What follows belongs to an exercise in optimizing a design on an open flow for small area; a production flow would make more cautious choices. In this exercise RTL edits were held to simulation tests only and were not proved equivalent to the original. No activity file was given, so power comes from the tool's default toggle rates.

## design/flow/run.sh

```bash
#!/bin/bash
# synth_recipe.tcl (not shown) runs the flow's synth.tcl, then flattens the netlist and writes it again
# the make line also repeats each setting of config.mk as NAME=value (left out here)
make -C /OpenROAD-flow-scripts/flow DESIGN_CONFIG=/design/flow/config.mk WORK_HOME=/design/flow/orfs CLKGATE_MAP_FILE= SYNTH_SCRIPT=/design/flow/synth_recipe.tcl finish
```

## design/flow/config.mk

```make
export PLATFORM = sky130hd
export DESIGN_NAME = IlluminatiTop
export DESIGN_NICKNAME = IlluminatiTop
export VERILOG_FILES = /design/flow/design.v
export SDC_FILE = /design/flow/constraint.sdc
export NUM_CORES = 4
export LEC_CHECK = 0
export CAP_MARGIN = 20
export CORE_MARGIN = 2
export CORE_UTILIZATION = 40
export SLEW_MARGIN = 20
```

## design/flow/constraint.sdc

```tcl
create_clock -name core_clock -period 8.0 [get_ports {clk}]
set_input_delay 1.6000 -clock core_clock [delete_from_list [all_inputs] [get_ports {clk}]]
set_output_delay 1.6000 -clock core_clock [all_outputs]
set_load 0.01 [all_outputs]
```

## design/flow/design.v

```verilog
module SSD_Router(Level,password_auth, user_id, Password,index, RNG1, RNG2, PlayerTIn, PlayerUIn, FRndOrig, 
FRndEncryp, SRndEncryp, 
SRndOrig,SC_Tens_l2,SC_Units_l2,SC_Tens_l3,SC_Units_l3, NumOut1, NumOut2, NumOut3, NumOut4, NumOut5, NumOut6, 
Encrypt_on1, Encrypt_on2, Encrypt_on3, Encrypt_on4,Encrypt_on5, Encrypt_on6);
	input [2:0] Level;
	input password_auth;
	input [3:0] user_id, Password, RNG1, RNG2, PlayerTIn, PlayerUIn, FRndOrig, FRndEncryp, SRndEncryp, SRndOrig, SC_Tens_l2,SC_Units_l2,SC_Tens_l3,SC_Units_l3,index;
	output [3:0]  NumOut1, NumOut2, NumOut3, NumOut4,NumOut5, NumOut6 ;
	output  Encrypt_on1, Encrypt_on2, Encrypt_on3, Encrypt_on4,Encrypt_on5, Encrypt_on6 ;
	reg [3:0] NumOut1, NumOut2, NumOut3, NumOut4,NumOut5, NumOut6 ;
	reg Encrypt_on1, Encrypt_on2, Encrypt_on3, Encrypt_on4,Encrypt_on5, Encrypt_on6;
	always@(Level, password_auth,user_id, Password,index, RNG1, RNG2, PlayerTIn, PlayerUIn, FRndOrig, FRndEncryp, SRndEncryp, 
	SRndOrig, SC_Tens_l2,SC_Units_l2,SC_Tens_l3,SC_Units_l3)
		begin
		if(password_auth==0)
		begin
		NumOut1=Password; Encrypt_on1 = 0;
		NumOut2=user_id; Encrypt_on2 = 0;
		NumOut3=4'b1111; Encrypt_on3 = 1;
		NumOut4=4'b1111; Encrypt_on4 = 1;
		NumOut5=4'b1111; Encrypt_on5 = 1;
		NumOut6=4'b1111; Encrypt_on6 = 1;
		end
		else
		begin
			case(Level)
				1: begin
					NumOut1=Password; Encrypt_on1 = 0;
					NumOut2=FRndOrig; Encrypt_on2 = 0;
					NumOut3=FRndEncryp; Encrypt_on3 = 1;
					NumOut4=4'b1111; Encrypt_on4 = 1;
					NumOut5=4'b1111; Encrypt_on5 = 1;
					NumOut6=4'b1111; Encrypt_on6 = 1;
				   end
				2: begin
					NumOut1=Password; Encrypt_on1 = 0;
					NumOut2=SRndOrig; Encrypt_on2 = 0;
					NumOut3=SRndEncryp; Encrypt_on3 = 1;
					NumOut4=4'b1111; Encrypt_on4 = 1;	
                 	NumOut5=SC_Tens_l2; Encrypt_on5 = 0;
					NumOut6=SC_Units_l2; Encrypt_on6 = 0;				
				   end
				3: begin
					NumOut1=RNG1; Encrypt_on1 = 1;
					NumOut2=RNG2; Encrypt_on2 = 1;
					NumOut3=PlayerTIn; Encrypt_on3 = 1;
					NumOut4=PlayerUIn; Encrypt_on4 = 1;		
					NumOut5=SC_Tens_l3; Encrypt_on5 = 0;
					NumOut6=SC_Units_l3; Encrypt_on6 = 0;
					end
				4:begin
					NumOut1=4'b1111; Encrypt_on1 = 1;
					NumOut2=index; Encrypt_on2 = 0;
					NumOut3=SC_Tens_l2; Encrypt_on3 = 0;
					NumOut4=SC_Units_l2; Encrypt_on4 = 0;		
					NumOut5=SC_Tens_l3; Encrypt_on5 = 0;
					NumOut6=SC_Units_l3; Encrypt_on6 = 0;				
				   end
				default: begin
					NumOut1=Password; Encrypt_on1 = 0;
					NumOut2=4'b1111; Encrypt_on2 = 1;
					NumOut3=4'b1111; Encrypt_on3 = 1;
					NumOut4=4'b1111; Encrypt_on4 = 1;	
					NumOut5=4'b1111; Encrypt_on5 = 1;
					NumOut6=4'b1111; Encrypt_on6 = 1;					
				   	 end
			endcase
		end
	end
endmodule
module Seven_segment_symbol(Input_to_segment, output_from_segment, Encrypt_on);
   input [3:0]Input_to_segment;
   input Encrypt_on;
   output [6:0]output_from_segment;
   reg [6:0]output_from_segment;
   always @(Input_to_segment, Encrypt_on)
     begin
       if(Encrypt_on == 1)
	 begin 
          case(Input_to_segment)
                   4'b0000: begin output_from_segment = 7'b0101010; end  
                   4'b0001: begin output_from_segment = 7'b0001001; end
                   4'b0010: begin output_from_segment = 7'b0110110; end
                   4'b0011: begin output_from_segment = 7'b0110111; end
                   4'b0100: begin output_from_segment = 7'b1100100; end
                   4'b0101: begin output_from_segment = 7'b1000101; end
                   4'b0110: begin output_from_segment = 7'b0010101; end
                   4'b0111: begin output_from_segment = 7'b0111010; end
                   4'b1000: begin output_from_segment = 7'b1000000; end
                   4'b1001: begin output_from_segment = 7'b0000010; end
                   4'b1010: begin output_from_segment = 7'b1111111; end
                   4'b1011: begin output_from_segment = 7'b1111111; end
                   4'b1100: begin output_from_segment = 7'b1111111; end
                   4'b1101: begin output_from_segment = 7'b1111111; end
                   4'b1110: begin output_from_segment = 7'b1111111; end
                   4'b1111: begin output_from_segment = 7'b1111111; end
                   default: begin output_from_segment = 7'b1111111; end 
          endcase
	 end
       else
	 begin 
	  case(Input_to_segment)
	      4'b0000: begin output_from_segment = 7'b1000000; end
	      4'b0001: begin output_from_segment = 7'b1001111; end
	      4'b0010: begin output_from_segment = 7'b0100100; end
	      4'b0011: begin output_from_segment = 7'b0110000; end
	      4'b0100: begin output_from_segment = 7'b0011001; end
	      4'b0101: begin output_from_segment = 7'b0010010; end
	      4'b0110: begin output_from_segment = 7'b0000010; end
	      4'b0111: begin output_from_segment = 7'b1111000; end
	      4'b1000: begin output_from_segment = 7'b0000000; end
	      4'b1001: begin output_from_segment = 7'b0010000; end
	      4'b1010: begin output_from_segment = 7'b0001000; end
	      4'b1011: begin output_from_segment = 7'b0000011; end
	      4'b1100: begin output_from_segment = 7'b1000110; end
	      4'b1101: begin output_from_segment = 7'b0100001; end
	      4'b1110: begin output_from_segment = 7'b0000110; end
	      4'b1111: begin output_from_segment = 7'b0001110; end
	      default: begin output_from_segment = 7'b1111111; end
	  endcase
	 end
      end
endmodule
module IlluminatiTop(clk, rst, UserIDIn, PwdIn, Game_Load, PlayerTensIn, PlayerUnitsIn, Player_Load_in, RNG_Load_in, Level_Select,
 HEX0, HEX1, HEX2, HEX3, HEX4, HEX5, HEX6, HEX7, RUsrLED, GUsrLED, RPwdLED, GPwdLED, SuccLev2LEDR,
 SuccLev2LEDG, SuccLev3LEDR, SuccLev3LEDG, Level3_Count);
	input clk, rst;
	input[3:0] UserIDIn, PwdIn, PlayerTensIn, PlayerUnitsIn;
	input[1:0] Level_Select;
	input Game_Load, Player_Load_in, RNG_Load_in;
	output[6:0] HEX0, HEX1, HEX2, HEX3, HEX4, HEX5, HEX6, HEX7;
	output RUsrLED, GUsrLED, RPwdLED, GPwdLED, SuccLev2LEDR, SuccLev2LEDG, SuccLev3LEDR,
	SuccLev3LEDG, Level3_Count;
	reg gb_p, gb_w, pb_p, pb_w;
	wire Game_Control = gb_p;
	wire Player_Load = pb_p;
	always @(posedge clk) begin
	  if (rst == 0) begin
	    gb_p <= 0; gb_w <= 0; pb_p <= 0; pb_w <= 0;
	  end else begin
	    gb_p <= ~gb_p & ~gb_w & ~Game_Load;
	    gb_w <= gb_p | (gb_w & ~Game_Load);
	    pb_p <= ~pb_p & ~pb_w & ~Player_Load_in;
	    pb_w <= pb_p | (pb_w & ~Player_Load_in);
	  end
	end
	reg GUsr, GPwd;
	reg [2:0] ac_ph;       
	reg [6:0] ac_cnt;
	reg [2:0] uk;          
	reg [3:0] user_disp, pwd_disp;
	wire LogOut;
	reg [2:0] uk_first;
	always @(*) begin
	  case (UserIDIn)
	    4'd8: uk_first = 3'd0;
	    4'd9: uk_first = 3'd1;
	    4'd7: uk_first = 3'd2;
	    4'd5: uk_first = 3'd3;
	    4'd6: uk_first = 3'd4;
	    4'd0: uk_first = 3'd5;
	    default: uk_first = 3'd7;
	  endcase
	end
	reg [3:0] id_digit;
	always @(*) begin
	  case ({uk, ac_ph[1:0]})
	    {3'd0, 2'd1}: id_digit = 4'd0;
	    {3'd0, 2'd2}: id_digit = 4'd4;
	    {3'd0, 2'd3}: id_digit = 4'd6;
	    {3'd1, 2'd1}: id_digit = 4'd1;
	    {3'd1, 2'd2}: id_digit = 4'd1;
	    {3'd1, 2'd3}: id_digit = 4'd1;
	    {3'd2, 2'd1}: id_digit = 4'd2;
	    {3'd2, 2'd2}: id_digit = 4'd3;
	    {3'd2, 2'd3}: id_digit = 4'd1;
	    {3'd3, 2'd1}: id_digit = 4'd4;
	    {3'd3, 2'd2}: id_digit = 4'd2;
	    {3'd3, 2'd3}: id_digit = 4'd1;
	    {3'd4, 2'd1}: id_digit = 4'd9;
	    {3'd4, 2'd2}: id_digit = 4'd4;
	    {3'd4, 2'd3}: id_digit = 4'd3;
	    default: id_digit = 4'd0;
	  endcase
	end
	wire [3:0] pwd_end = (uk == 3'd5) ? 4'd0 : {1'b0, uk} + 4'd1;
	wire [3:0] pwd_digit = (ac_ph[1:0] == 2'd0 || ac_ph[1:0] == 2'd3) ? pwd_end : 4'd0;
	wire [2:0] ac_target = GUsr ? 3'd1 : uk + 3'd1;
	wire ac_done = (ac_cnt[3:0] == 4'd0) && (ac_cnt[6:4] == ac_target) && (uk != 3'd7);
	always @(posedge clk) begin
	  if (rst == 0) begin
	    GUsr <= 0; GPwd <= 0; ac_ph <= 0;
	    user_disp <= 4'b1010; pwd_disp <= 4'b0000;
	  end else if (GPwd) begin
	    if (LogOut) begin
	      GUsr <= 0; GPwd <= 0; ac_ph <= 0;
	      user_disp <= 4'b1010; pwd_disp <= 4'b0000;
	    end
	  end else if (ac_ph[2] == 0) begin
	    ac_cnt <= 0;
	    if (Game_Control) begin
	      ac_ph <= ac_ph + 1;
	      if (!GUsr) begin
	        user_disp <= UserIDIn;
	        if (ac_ph[1:0] == 2'd0) uk <= uk_first;
	        else if (UserIDIn != id_digit) uk <= 3'd7;
	      end else begin
	        if (ac_ph[1:0] == 2'd3) pwd_disp <= PwdIn;
	        if (PwdIn != pwd_digit) uk <= 3'd7;
	      end
	    end
	  end else if (ac_ph[0] == 0) begin
	    ac_cnt <= ac_cnt + 1;
	    if (ac_done) begin
	      if (!GUsr) begin GUsr <= 1; ac_ph <= 3'd5; end
	      else GPwd <= 1;
	    end
	  end else begin
	    ac_ph <= 0;
	  end
	end
	assign GUsrLED = GUsr;
	assign RUsrLED = ~GUsr;
	assign GPwdLED = GPwd;
	assign RPwdLED = ~GPwd;
	parameter WAIT_FOR_ACCESS_GRANT = 0, CHOOSE_LEVEL = 1, LEVEL1 = 2, LEVEL2_TIMER_CONFIG = 3,
	LEVEL2_LOAD_TIMER = 4, LEVEL2_GAME_START = 5, LEVEL2_GAME_GOING_ON = 6, LEVEL2_OVER = 7,
	LEVEL3_TIMER_CONFIG = 8, LEVEL3_LOAD_TIMER = 9, LEVEL3_GAME_START = 10, LEVEL3_GAME_GOING_ON = 11,
	LEVEL3_COUNT = 12, LEVEL3_WAIT = 13, GAME_OVER = 14, CHECK_LEVEL_TRANSITION = 15, PAUSE = 16, RESUME = 17,
	LOGOUT = 18, WAIT_FOR_PASSWORD_ENTER = 19, HIGH_SCORE = 20, GAME_INTERRUPT = 21;
	reg [4:0] state;
	reg RNG_Load_Final, RNG2_Load_Final, Player_Load_Final, Timer_Load, Timer_Enable, WatchDog_Enable;
	reg Clear_Score_Level2, Clear_Score_Level3, L3Count;
	reg [3:0] Digit_FirstRound;
	reg [2:0] Game_Level;
	reg [2:0] Winner_Index;
	reg [4:0] unl2, unl3, done3;            
	reg [7:0] sc2 [0:4];                    
	reg [7:0] sc3 [0:4];                    
	wire WatchDog_TimeOut, Timer_TimeOut;
	wire [3:0] ScoreTens_Level2, ScoreUnits_Level2, ScoreTens_Level3, ScoreUnits_Level3;
	assign LogOut = (state == WAIT_FOR_PASSWORD_ENTER);
	assign Level3_Count = L3Count;
	wire ID_Valid = (uk < 3'd5);
	wire cur_unl2 = ID_Valid & unl2[uk];
	wire cur_unl3 = ID_Valid & unl3[uk];
	wire cur_done3 = ID_Valid & done3[uk];
	wire st_l3 = (state == GAME_OVER);
	wire [3:0] st_tens = st_l3 ? ScoreTens_Level3 : ScoreTens_Level2;
	wire [3:0] st_units = st_l3 ? ScoreUnits_Level3 : ScoreUnits_Level2;
	wire [7:0] st_val = {st_tens, 3'b000} + {3'b000, st_tens, 1'b0} + {4'b0000, st_units};
	wire [7:0] tot0 = sc2[0] + sc3[0];
	wire [7:0] tot1 = sc2[1] + sc3[1];
	wire [7:0] tot2 = sc2[2] + sc3[2];
	wire [7:0] tot3 = sc2[3] + sc3[3];
	wire [7:0] tot4 = sc2[4] + sc3[4];
	wire a_gt = tot0 > tot1, a_lt = tot0 < tot1;
	wire [7:0] ma = a_lt ? tot1 : tot0;
	wire [2:0] ia = a_lt ? 3'd1 : 3'd0;
	wire ta = ~a_gt & ~a_lt;
	wire b_gt = tot2 > tot3, b_lt = tot2 < tot3;
	wire [7:0] mb = b_lt ? tot3 : tot2;
	wire [2:0] ib = b_lt ? 3'd3 : 3'd2;
	wire tb_ = ~b_gt & ~b_lt;
	wire c_gt = ma > mb, c_lt = ma < mb;
	wire [7:0] mc = c_lt ? mb : ma;
	wire [2:0] ic = c_lt ? ib : ia;
	wire tc = c_lt ? tb_ : c_gt ? ta : 1'b1;
	wire d_gt = mc > tot4, d_lt = mc < tot4;
	wire [2:0] id_ = d_lt ? 3'd4 : ic;
	wire td = d_lt ? 1'b0 : d_gt ? tc : 1'b1;
	wire [2:0] winner = td ? 3'd0 : id_;
	integer i;
	always @(posedge clk) begin
	  if (rst == 0) begin
	    RNG_Load_Final <= 1;
	    RNG2_Load_Final <= 1;
	    Player_Load_Final <= 0;
	    Timer_Load <= 0;
	    Timer_Enable <= 0;
	    WatchDog_Enable <= 0;
	    Digit_FirstRound <= 0;
	    Game_Level <= 0;
	    Clear_Score_Level2 <= 0;
	    Clear_Score_Level3 <= 0;
	    state <= WAIT_FOR_ACCESS_GRANT;
	    Winner_Index <= 0;
	    L3Count <= 0;
	    unl2 <= 0; unl3 <= 0; done3 <= 0;
	    for (i = 0; i < 5; i = i + 1) begin sc2[i] <= 0; sc3[i] <= 0; end
	  end else begin
	    case (state)
	      WAIT_FOR_ACCESS_GRANT: begin
	        if (GPwd) state <= CHOOSE_LEVEL;
	      end
	      CHOOSE_LEVEL: begin
	        Game_Level <= 0;
	        Clear_Score_Level3 <= 1;
	        if (Game_Control) begin
	          if (Level_Select == 0) state <= HIGH_SCORE;
	          else if (Level_Select == 1) state <= LEVEL1;
	          else if (Level_Select == 2) state <= cur_unl2 ? LEVEL2_TIMER_CONFIG : LEVEL1;
	          else state <= cur_unl3 ? LEVEL3_TIMER_CONFIG : cur_unl2 ? LEVEL2_TIMER_CONFIG : LEVEL1;
	        end
	      end
	      LEVEL1: begin
	        Game_Level <= 1;
	        RNG_Load_Final <= 1;
	        RNG2_Load_Final <= 1;
	        Player_Load_Final <= 0;
	        WatchDog_Enable <= 1;
	        if (Game_Control) begin
	          WatchDog_Enable <= 0;
	          state <= GAME_INTERRUPT;
	        end else if (Player_Load) begin
	          if (Digit_FirstRound >= 9) begin
	            if (ID_Valid) unl2[uk] <= 1;
	            Digit_FirstRound <= 0;
	          end else
	            Digit_FirstRound <= Digit_FirstRound + 1;
	        end
	      end
	      LEVEL2_TIMER_CONFIG: begin
	        Game_Level <= 2;
	        Timer_Enable <= 0;
	        state <= LEVEL2_LOAD_TIMER;
	      end
	      LEVEL2_LOAD_TIMER: begin
	        Clear_Score_Level2 <= 1;
	        Game_Level <= 2;
	        Timer_Enable <= 0;
	        Timer_Load <= 1;
	        state <= LEVEL2_GAME_START;
	      end
	      LEVEL2_GAME_START: begin
	        Clear_Score_Level2 <= 0;
	        Game_Level <= 2;
	        Timer_Load <= 0;
	        Timer_Enable <= 0;
	        if (Game_Control) state <= LEVEL2_GAME_GOING_ON;
	      end
	      LEVEL2_GAME_GOING_ON: begin
	        Game_Level <= 2;
	        Timer_Enable <= 1;
	        WatchDog_Enable <= 1;
	        if (Game_Control) begin
	          WatchDog_Enable <= 0;
	          state <= GAME_INTERRUPT;
	        end else if (Timer_TimeOut) begin
	          Timer_Enable <= 0;
	          RNG_Load_Final <= 1;
	          RNG2_Load_Final <= 1;
	          Player_Load_Final <= 0;
	          state <= LEVEL2_OVER;
	        end else begin
	          RNG_Load_Final <= RNG_Load_in;
	          RNG2_Load_Final <= 1;
	          Player_Load_Final <= Player_Load;
	        end
	      end
	      LEVEL2_OVER: begin
	        Game_Level <= 2;
	        Timer_Load <= 0;
	        Timer_Enable <= 0;
	        RNG_Load_Final <= 1;
	        RNG2_Load_Final <= 1;
	        Player_Load_Final <= 0;
	        if (ID_Valid) begin
	          unl3[uk] <= 1;
	          sc2[uk] <= st_val;
	        end
	        if (Game_Control) state <= LEVEL3_TIMER_CONFIG;
	      end
	      LEVEL3_TIMER_CONFIG: begin
	        Game_Level <= 3;
	        Clear_Score_Level2 <= 1;
	        Timer_Enable <= 0;
	        state <= LEVEL3_LOAD_TIMER;
	      end
	      LEVEL3_LOAD_TIMER: begin
	        Clear_Score_Level3 <= 1;
	        Game_Level <= 3;
	        Timer_Enable <= 0;
	        Timer_Load <= 1;
	        state <= LEVEL3_GAME_START;
	      end
	      LEVEL3_GAME_START: begin
	        Clear_Score_Level3 <= 0;
	        Game_Level <= 3;
	        Timer_Load <= 0;
	        Timer_Enable <= 0;
	        if (Game_Control) state <= LEVEL3_GAME_GOING_ON;
	      end
	      LEVEL3_GAME_GOING_ON: begin
	        Game_Level <= 3;
	        Timer_Enable <= 1;
	        if (Game_Control) begin
	          WatchDog_Enable <= 0;
	          state <= GAME_INTERRUPT;
	        end else if (Timer_TimeOut) begin
	          Timer_Enable <= 0;
	          RNG_Load_Final <= 1;
	          RNG2_Load_Final <= 1;
	          Player_Load_Final <= 0;
	          state <= GAME_OVER;
	        end else begin
	          if (RNG_Load_in == 0) begin
	            RNG_Load_Final <= L3Count;
	            RNG2_Load_Final <= ~L3Count;
	            state <= LEVEL3_COUNT;
	          end else begin
	            RNG_Load_Final <= 1;
	            RNG2_Load_Final <= 1;
	          end
	          Player_Load_Final <= Player_Load;
	        end
	      end
	      LEVEL3_COUNT: begin
	        Game_Level <= 3;
	        L3Count <= ~L3Count;
	        state <= LEVEL3_WAIT;
	      end
	      LEVEL3_WAIT: begin
	        Game_Level <= 3;
	        if (RNG_Load_in) state <= LEVEL3_GAME_GOING_ON;
	      end
	      GAME_OVER: begin
	        Game_Level <= 3;
	        Timer_Load <= 0;
	        Timer_Enable <= 0;
	        RNG_Load_Final <= 1;
	        Player_Load_Final <= 0;
	        if (ID_Valid) begin
	          done3[uk] <= 1;
	          sc3[uk] <= st_val;
	        end
	        if (Game_Control) state <= CHOOSE_LEVEL;
	      end
	      LOGOUT: begin
	        Timer_Enable <= 0;
	        RNG_Load_Final <= 1;
	        Player_Load_Final <= 0;
	        Timer_Load <= 1;
	        Clear_Score_Level2 <= 1;
	        Clear_Score_Level3 <= 1;
	        state <= WAIT_FOR_PASSWORD_ENTER;
	      end
	      WAIT_FOR_PASSWORD_ENTER: begin
	        Timer_Load <= 0;
	        Timer_Enable <= 0;
	        RNG_Load_Final <= 1;
	        Player_Load_Final <= 0;
	        Clear_Score_Level2 <= 0;
	        Clear_Score_Level3 <= 0;
	        state <= WAIT_FOR_ACCESS_GRANT;
	      end
	      CHECK_LEVEL_TRANSITION: begin
	        Timer_Enable <= 0;
	        RNG_Load_Final <= 1;
	        Player_Load_Final <= 0;
	        WatchDog_Enable <= 0;
	        case (Game_Level)
	          1: state <= cur_unl2 ? LEVEL2_TIMER_CONFIG : LEVEL1;
	          2: state <= cur_unl3 ? LEVEL3_TIMER_CONFIG : LEVEL2_GAME_GOING_ON;
	          3: state <= cur_done3 ? LEVEL1 : LEVEL3_GAME_GOING_ON;
	          default: begin
	            if (!cur_unl2) state <= LEVEL1;
	            else if (!cur_unl3) state <= LEVEL2_TIMER_CONFIG;
	            else if (!cur_done3) state <= LEVEL3_TIMER_CONFIG;
	            else state <= LEVEL1;
	          end
	        endcase
	      end
	      PAUSE: begin
	        Timer_Enable <= 0;
	        WatchDog_Enable <= 1;
	        RNG2_Load_Final <= 1;
	        RNG_Load_Final <= 1;
	        Player_Load_Final <= 0;
	        if (WatchDog_TimeOut) begin
	          WatchDog_Enable <= 0;
	          state <= RESUME;
	        end else if (Game_Control) begin
	          WatchDog_Enable <= 0;
	          state <= LOGOUT;
	        end
	      end
	      RESUME: begin
	        Timer_Enable <= 0;
	        RNG_Load_Final <= 1;
	        RNG2_Load_Final <= 1;
	        Player_Load_Final <= 0;
	        WatchDog_Enable <= 0;
	        if (Game_Control) begin
	          case (Game_Level)
	            2: state <= LEVEL2_GAME_GOING_ON;
	            3: state <= LEVEL3_GAME_GOING_ON;
	            default: state <= LEVEL1;
	          endcase
	        end
	      end
	      HIGH_SCORE: begin
	        Game_Level <= 4;
	        if (Game_Level == 4) Winner_Index <= winner;
	        if (Game_Control) state <= CHOOSE_LEVEL;
	      end
	      GAME_INTERRUPT: begin
	        Timer_Enable <= 0;
	        RNG_Load_Final <= 1;
	        RNG2_Load_Final <= 1;
	        Player_Load_Final <= 0;
	        WatchDog_Enable <= 1;
	        if (WatchDog_TimeOut) begin
	          WatchDog_Enable <= 0;
	          state <= CHECK_LEVEL_TRANSITION;
	        end else if (Game_Control) begin
	          WatchDog_Enable <= 0;
	          state <= PAUSE;
	        end
	      end
	      default: ;
	    endcase
	  end
	end
	reg [1:0] wd_ph;
	reg wd_ms, wd_out;
	reg [9:0] wd_cnt;
	assign WatchDog_TimeOut = wd_out;
	always @(posedge clk) begin
	  if (rst == 0) begin
	    wd_ph <= 0; wd_ms <= 0; wd_cnt <= 0; wd_out <= 0;
	  end else begin
	    if (WatchDog_Enable) begin
	      wd_ph <= wd_ph + 1;
	      wd_ms <= (wd_ph == 2'd3);
	      if (wd_ms) begin
	        if (&{wd_cnt[9:5], wd_cnt[2:0]}) begin wd_out <= 1; wd_cnt <= 0; end
	        else begin wd_cnt <= wd_cnt + 1; wd_out <= 0; end
	      end else
	        wd_out <= 0;
	    end else begin
	      wd_cnt <= 0;
	      wd_out <= 0;
	    end
	  end
	end
	reg [1:0] tm_ph;
	reg tm_ms, tm_sec;
	reg [9:0] tm_cnt;
	always @(posedge clk) begin
	  if (rst == 0) begin
	    tm_ph <= 0; tm_ms <= 0; tm_cnt <= 0; tm_sec <= 0;
	  end else begin
	    if (Timer_Enable) begin
	      tm_ph <= tm_ph + 1;
	      tm_ms <= (tm_ph == 2'd3);
	    end
	    if (tm_ms) begin
	      if (&{tm_cnt[9:5], tm_cnt[2:0]}) begin tm_sec <= 1; tm_cnt <= 0; end
	      else begin tm_cnt <= tm_cnt + 1; tm_sec <= 0; end
	    end else
	      tm_sec <= 0;
	  end
	end
	reg [3:0] du, dt;
	reg du_br, du_to, dt_to;
	assign Timer_TimeOut = du_to;
	always @(posedge clk) begin
	  if (rst == 0) begin
	    du <= 0; du_br <= 0; du_to <= 0; dt <= 0; dt_to <= 0;
	  end else if (Timer_Load) begin
	    du <= 0; du_br <= 0; du_to <= 0;
	    dt <= (state == LEVEL2_GAME_START) ? 4'd9 : 4'd6;
	    dt_to <= 0;
	  end else begin
	    if (tm_sec) begin
	      if (du == 0) begin
	        if (!dt_to) begin du <= 9; du_to <= 0; du_br <= 1; end
	        else begin du_br <= 0; du_to <= 1; end
	      end else begin
	        du <= du - 1;
	        du_to <= (du == 1) & dt_to;
	        du_br <= 0;
	      end
	    end else begin
	      du_br <= 0;
	      if (dt_to && du == 0) du_to <= 1;
	    end
	    if (du_br) begin
	      if (dt[3:1] == 0) begin dt <= 0; dt_to <= 1; end
	      else begin dt <= dt - 1; dt_to <= 0; end
	    end else if (dt == 0)
	      dt_to <= 1;
	  end
	end
	reg [3:0] rc1, rc2;
	reg rl1, rl2;
	wire [3:0] RNG1 = rl1 ? rc1 : 4'd0;
	wire [3:0] RNG2 = rl2 ? rc2 : 4'd0;
	always @(posedge clk) begin
	  rl1 <= RNG_Load_Final;
	  rl2 <= RNG2_Load_Final;
	  if (rst == 0) begin
	    rc1 <= 0; rc2 <= 0;
	  end else begin
	    if (!RNG_Load_Final) rc1 <= (rc1[3] & rc1[0]) ? 4'd0 : rc1 + 1;
	    if (!RNG2_Load_Final) rc2 <= (rc2[3] & rc2[0]) ? 4'd0 : rc2 + 1;
	  end
	end
	reg [3:0] PlayerTensDisp, PlayerUnitsDisp;
	always @(posedge clk) begin
	  if (rst == 0) begin
	    PlayerTensDisp <= 0; PlayerUnitsDisp <= 0;
	  end else if (Player_Load_Final) begin
	    PlayerTensDisp <= PlayerTensIn; PlayerUnitsDisp <= PlayerUnitsIn;
	  end
	end
	reg s2_cal, s2_wait;
	reg [3:0] sc2_t, sc2_u;
	reg l2r, l2g;
	assign ScoreTens_Level2 = sc2_t;
	assign ScoreUnits_Level2 = sc2_u;
	assign SuccLev2LEDR = l2r;
	assign SuccLev2LEDG = l2g;
	wire m2 = (PlayerUnitsIn == RNG1);
	always @(posedge clk) begin
	  if (rst == 0 || Clear_Score_Level2) begin
	    if (rst == 0) begin s2_cal <= 0; s2_wait <= 0; end
	    sc2_t <= 0; sc2_u <= 0; l2r <= 0; l2g <= 0;
	  end else begin
	    s2_cal <= ~s2_cal & ~s2_wait & Player_Load;
	    s2_wait <= (s2_cal & m2) | (s2_wait & RNG_Load_Final);
	    if (s2_cal) begin
	      l2r <= ~m2;
	      l2g <= m2;
	      if (m2) begin
	        if (sc2_u == 9) begin sc2_u <= 0; sc2_t <= sc2_t + 1; end
	        else sc2_u <= sc2_u + 1;
	      end
	    end
	  end
	end
	reg [1:0] s3;
	reg [3:0] sc3_t, sc3_u;
	reg vflag;
	assign ScoreTens_Level3 = sc3_t;
	assign ScoreUnits_Level3 = sc3_u;
	assign SuccLev3LEDR = ~vflag;
	assign SuccLev3LEDG = vflag;
	wire [4:0] rsum = RNG1 + RNG2;
	wire rge10 = (rsum >= 5'd10);
	wire [4:0] rones = rge10 ? rsum - 5'd10 : rsum;
	wire m3 = (PlayerUnitsIn == rones[3:0]) && (PlayerTensIn == {3'b000, rge10});
	always @(posedge clk) begin
	  if (rst == 0 || Clear_Score_Level3) begin
	    if (rst == 0) s3 <= 0;
	    sc3_t <= 0; sc3_u <= 0; vflag <= 0;
	  end else begin
	    case (s3)
	      2'd0: if (Player_Load_Final) s3 <= 2'd1;
	      2'd1: begin
	        vflag <= m3;
	        if (m3) begin
	          if (sc3_u == 9) begin sc3_u <= 0; sc3_t <= sc3_t + 1; end
	          else sc3_u <= sc3_u + 1;
	          s3 <= 2'd2;
	        end else
	          s3 <= 2'd0;
	      end
	      2'd2: begin vflag <= 0; if (!RNG_Load_Final) s3 <= 2'd3; end
	      2'd3: begin vflag <= 0; if (!RNG2_Load_Final) s3 <= 2'd0; end
	    endcase
	  end
	end
	wire [3:0] NumOut1, NumOut2, NumOut3, NumOut4, NumOut5, NumOut6;
	wire Encrypt_on1, Encrypt_on2, Encrypt_on3, Encrypt_on4, Encrypt_on5, Encrypt_on6;
	SSD_Router SSD_Routing_Module(.Level(Game_Level), .password_auth(GPwd), .user_id(user_disp), .Password(pwd_disp), .index({1'b0, Winner_Index}),
	.RNG1(RNG1), .RNG2(RNG2), .PlayerTIn(PlayerTensDisp), .PlayerUIn(PlayerUnitsDisp), .FRndOrig(Digit_FirstRound), .FRndEncryp(Digit_FirstRound),
	.SRndEncryp(RNG1), .SRndOrig(PlayerUnitsDisp), .SC_Tens_l2(sc2_t), .SC_Units_l2(sc2_u), .SC_Tens_l3(sc3_t),
	.SC_Units_l3(sc3_u), .NumOut1(NumOut1), .NumOut2(NumOut2), .NumOut3(NumOut3), .NumOut4(NumOut4), .NumOut5(NumOut5), .NumOut6(NumOut6),
	.Encrypt_on1(Encrypt_on1), .Encrypt_on2(Encrypt_on2), .Encrypt_on3(Encrypt_on3), .Encrypt_on4(Encrypt_on4), .Encrypt_on5(Encrypt_on5), .Encrypt_on6(Encrypt_on6));
	Seven_segment_symbol SSD1(dt, HEX7, 1'b0);
	Seven_segment_symbol SSD2(du, HEX6, 1'b0);
	Seven_segment_symbol SSD3(NumOut1, HEX5, Encrypt_on1);
	Seven_segment_symbol SSD4(NumOut2, HEX4, Encrypt_on2);
	Seven_segment_symbol SSD5(NumOut3, HEX3, Encrypt_on3);
	Seven_segment_symbol SSD6(NumOut4, HEX2, Encrypt_on4);
	Seven_segment_symbol SSD7(NumOut5, HEX1, Encrypt_on5);
	Seven_segment_symbol SSD8(NumOut6, HEX0, Encrypt_on6);
endmodule
```

==> notes.md <==
Before antenna repair, the detailed router went through 8 iterations. The logs give 0.347 for the proportion of power drawn by flip-flops and latches and 42,200 um2 for the core area. The vertical die dimension was 211 um.

The unique cell type count in the Yosys netlist was 92. The path class of the tightest hold or removal check is flop to flop. The tools report the arrival time at the worst endpoint as 5.00 ns. The logs give 0.332 for the fraction of power consumed by the clock network and 1.40 ns for the post-layout worst setup margin. Setup violations remaining at the end of the flow were counted as 0. The number of nets with antenna violations after detailed routing came out at 0. The global placer's final weighted congestion was 0.919. The tools report the overall routed net length as 48,100 um.

TritonCTS built the clock tree. The count of mapped cells out of synthesis was 2,082; the maximum resistive drop on vdd was 172 uV. The required time of the critical path is 6.40 ns, and the average detailed-routed wire length per instance is 17.9 um.

The total global routing overflow came out at 0. In this run the most used layer during global routing was met2. The I/O pin count is 88, and the x dimension of the die is 211 um. Entering global routing, the biggest net connects 53 pins.

The layout-stage area growth over the synthesis result is 13.7%, and the global-route track usage on met1 is 0.288. For the hold violation count in the final report, the log shows 0. The critical path class was flop to primary output. When the netlist entered floorplanning its net count stood at 2,268.

The portion of synthesized cell area occupied by the leading cell type is 0.170, and the switching share of total power is 0.343. The logs give 0 for the number of max-slew violations in the final report and 0.00143 W for the switching power total. After legalization and detailed placement, the total HPWL measured 34,800 um. In the synthesized netlist, the cells that appear most often are nor2_1, nand2_1, ha_1. Along the worst path, the maximum fanout reaches 18. During synthesis, Yosys emitted a total of 3 warnings. Power share of the combinational group: 0.321. The DRC violation count after routing was 0; the number of synthesized register bits was 240. At the later pin of the worst-skew pair, clock insertion delay measures 0.56 ns.

The worst setup path is launched from a flop. The overall fraction of global-route tracks in use was 0.212; the internal power was 0.00274 W. The post-cts hold buffer count was 0; the number of antenna violations at the first check in global routing was 0. For the finished layout, the period the worst path requires is 6.60 ns. The antenna diode count came out at 0. A synthesized cell averages 8.26 um2.

The first global-routing pass estimated 76,500 um of wire. The post-synthesis cell area is 17,200 um2, and the fmax is 151 MHz. At the pin with the least slew margin, the transition time is 1.09 ns. The detailed router finished its first iteration with 1,309 violations. In this run the static leakage power is 7.58 nW.

The most used flip-flop cell after synthesis is dfxtp_1. The tools report the clock buffer count from CTS as 28. The tools report the capturing element type of the critical path as a primary output. The run gives 0.334 as the share of the yosys chip area belonging to registers.

In the routed layout, each cell is associated on average with a via count of 5.71. The count of input and output buffers was 87. The post-route fraction of the period consumed by the critical path is 0.826. The flow ran to the end and the layout has no timing, DRC or antenna violations. Share of flip-flops with an asynchronous set or reset: 0.

In this run the core area contains 75 standard-cell rows. The logs give 14,669 for the via count of the first global-routing pass and 1.56 ns for the setup slack after placement. Ranked by total cell area, the synthesized netlist is headed by dfxtp_1, edfxtp_1, ha_1. The global-route met2 utilization was 0.347. The tools report the cell chosen for the clock root as clkbuf_16. After the last flow step, the layout net total stands at 2,310. Among all cell types in the netlist, the one instantiated most often is nor2_1.

The run gives 15,344 as the total number of vias. For the worst relative slew slack, the log shows 0.270. On the final layout, the worst clock skew is 0.0202 ns. Clock-pin slew of the registers on the worst-case setup and hold paths: 0.06 ns.

Setup repair after global routing left no endpoint under its margin. The number of synthesized flops with an enable pin is 94. Counting along the longest clock path gives a buffer depth of 3.

The number of setup buffers added after CTS is 0. The met3 demand-to-capacity share in global routing was 0.0317. The effective utilization at floorplan was 0.407.

The top cell type by total area after synthesis was dfxtp_1. The total die area was 44,700 um2; the number of resized instances in the post-cts repair step was 0. Clock tree synthesis found a total of 240 sinks. The H-tree depth came out at 1.

In the final timing run, aggregate negative setup slack is 0 ns. The ratio of cells with drive above 1 in the final layout is 0.0568. Across the run, the number of max-cap violations was 0. Dividing total power by cell area gives a power density of 213 nW/um2.
==> worst paths after layout <==
path / slack [ns] / to / start / depth (start not counted)
max reg2reg: 1.52 / Winner_Index[0]$_SDFFE_PN0P_ / sc3[3][0]$_SDFFCE_PN0P_ / 30
max: 1.40 / HEX5[0] / Game_Level[0]$_SDFFE_PN0P_ / 13
min reg2reg: 0.42 / gb_p$_SDFF_PN0_ / gb_w$_SDFF_PN0_ / 1
min: 0.42 / gb_p$_SDFF_PN0_ / gb_w$_SDFF_PN0_ / 1
==> critical path, cell delays in order (launching register included) <==
cell and delay (ns):
dfxtp_1 0.58, buf_4 0.32, and3b_1 0.46, buf_4 0.30, o21a_1 0.56, nor2_1 0.08, a31oi_1 0.60, inv_1 0.26
ha_1 0.28, nor2_1 0.11, a21oi_1 0.05, o311ai_0 0.10, o21ai_0 0.18, clkdlybuf4s50_1 0.57
==> cell families (layout without fill, tap and decap cells) <==
kind of cell	after synthesis	in the layout	synth area share
compound gates	533	533	0.198
xor+xnor	90	90	0.0458
fa+ha+maj	163	163	0.122
buf+inv	198	262	0.0440
flops	240	240	0.334
mux	65	65	0.0420
simple gates	793	793	0.214
==> power by group through the flow <==
stage | clock network [W] | registers (W) | logic, W
after global routing | 0.00146 | 0.00146 | 0.00149
after detailed placement | 0 | 0.00147 | 0.00131
final | 0.00138 | 0.00145 | 0.00133
after CTS | 0.00141 | 0.00145 | 0.00132
after floorplan | 0 | 0.00143 | 0.00101
after global placement | 0 | 0.00147 | 0.00128
==> area by class of cell <==
class | count | area, um2
fillers | 4102 | 22700
clock buffers | 40 | 838
clock inverters | 12 | 161
inverters | 105 | 394
flip-flops and latches | 240 | 5750
repair buffers | 105 | 998
multi-input cells | 1644 | 10700
well taps | 539 | 674
==> registers in the layout (all words and copies together), names as in the netlist, 5 cells and up <==
signal	cells
done3	5
unl2	5
ac_cnt	7
sc2	40
HEX6	7
sc3	40
wd_cnt	10
HEX7	7
tm_cnt	10
state	5
unl3	5
==> cell usage in the layout, fill, tap and decap left out, types with 8 or more instances in the layout <==
cell,synthesis,layout
mux2i_1,46,45
clkdlybuf4s50_1,0,86
a31oi_1,22,22
nor2b_1,34,34
nand4_1,28,28
nor2_1,315,315
a211oi_1,12,12
mux2_2,14,14
o211ai_1,9,9
a22oi_1,25,25
a221oi_1,11,11
buf_4,0,17
a21oi_1,151,151
a211o_1,8,8
nand2_1,196,196
o21ai_0,139,137
nor3b_1,10,9
ha_1,155,155
inv_1,99,99
o22ai_1,17,17
xor2_1,35,33
nand3_1,51,51
nor3_1,43,43
fa_1,8,8
nand2b_1,36,36
edfxtp_1,94,94
xnor2_1,55,54
o21a_1,15,15
nor4_1,14,12
a21o_1,23,23
dfxtp_1,146,146
and2_1,14,14
clkbuf_16,0,30
==> metrics by stage <==
step,cell area (um2),total power (W),hold WS (ns),instances,utilization
4_1_cts,19500,0.00417,0.420,2685,0.463
3_5_place_dp,18500,0.00278,0.410,2633,0.439
2_1_floorplan,17200,0.00244,0.329,2082,-
5_1_grt,19600,0.00440,0.433,2685,0.463
6_report,19600,0.00416,0.418,2685,0.463
3_3_place_gp,18500,0.00275,0.404,2632,0.439
==> routing by layer <==
layer  share of wire  vias up
li1                -     7529
met1            0.45     7262
met2            0.46      466
met3           0.063       87
met4           0.029        0
met5               0        -

[what the ideal ports hide]
Ports are ideal in the flow. The routed layout listed here was re-timed in OpenROAD. Step 1 (the two cells are an assumption about what drives the block):
set clk [get_ports {clk}]
set_driving_cell -lib_cell sky130_fd_sc_hd__clkbuf_16 $clk
set_driving_cell -lib_cell sky130_fd_sc_hd__buf_2 [delete_from_list [all_inputs] $clk]
Step 2 times the ports against the registers' clock, not the clock port: input delays grow and output delays shrink by t, the midpoint of the rising clock arrivals with the driver on. Slacks: ideal / step 1 / step 2; pairs: ideal / step 1.
t (ns): 0.611
setup slack, ns: 1.395 / 1.339 / 1.521
clock arrival spread, ns: 0.020 / 0.020
After both steps this run still meets setup and hold. For this run, drivers alone change the setup slack by -0.056 ns; drivers and shift together by +0.126 ns.
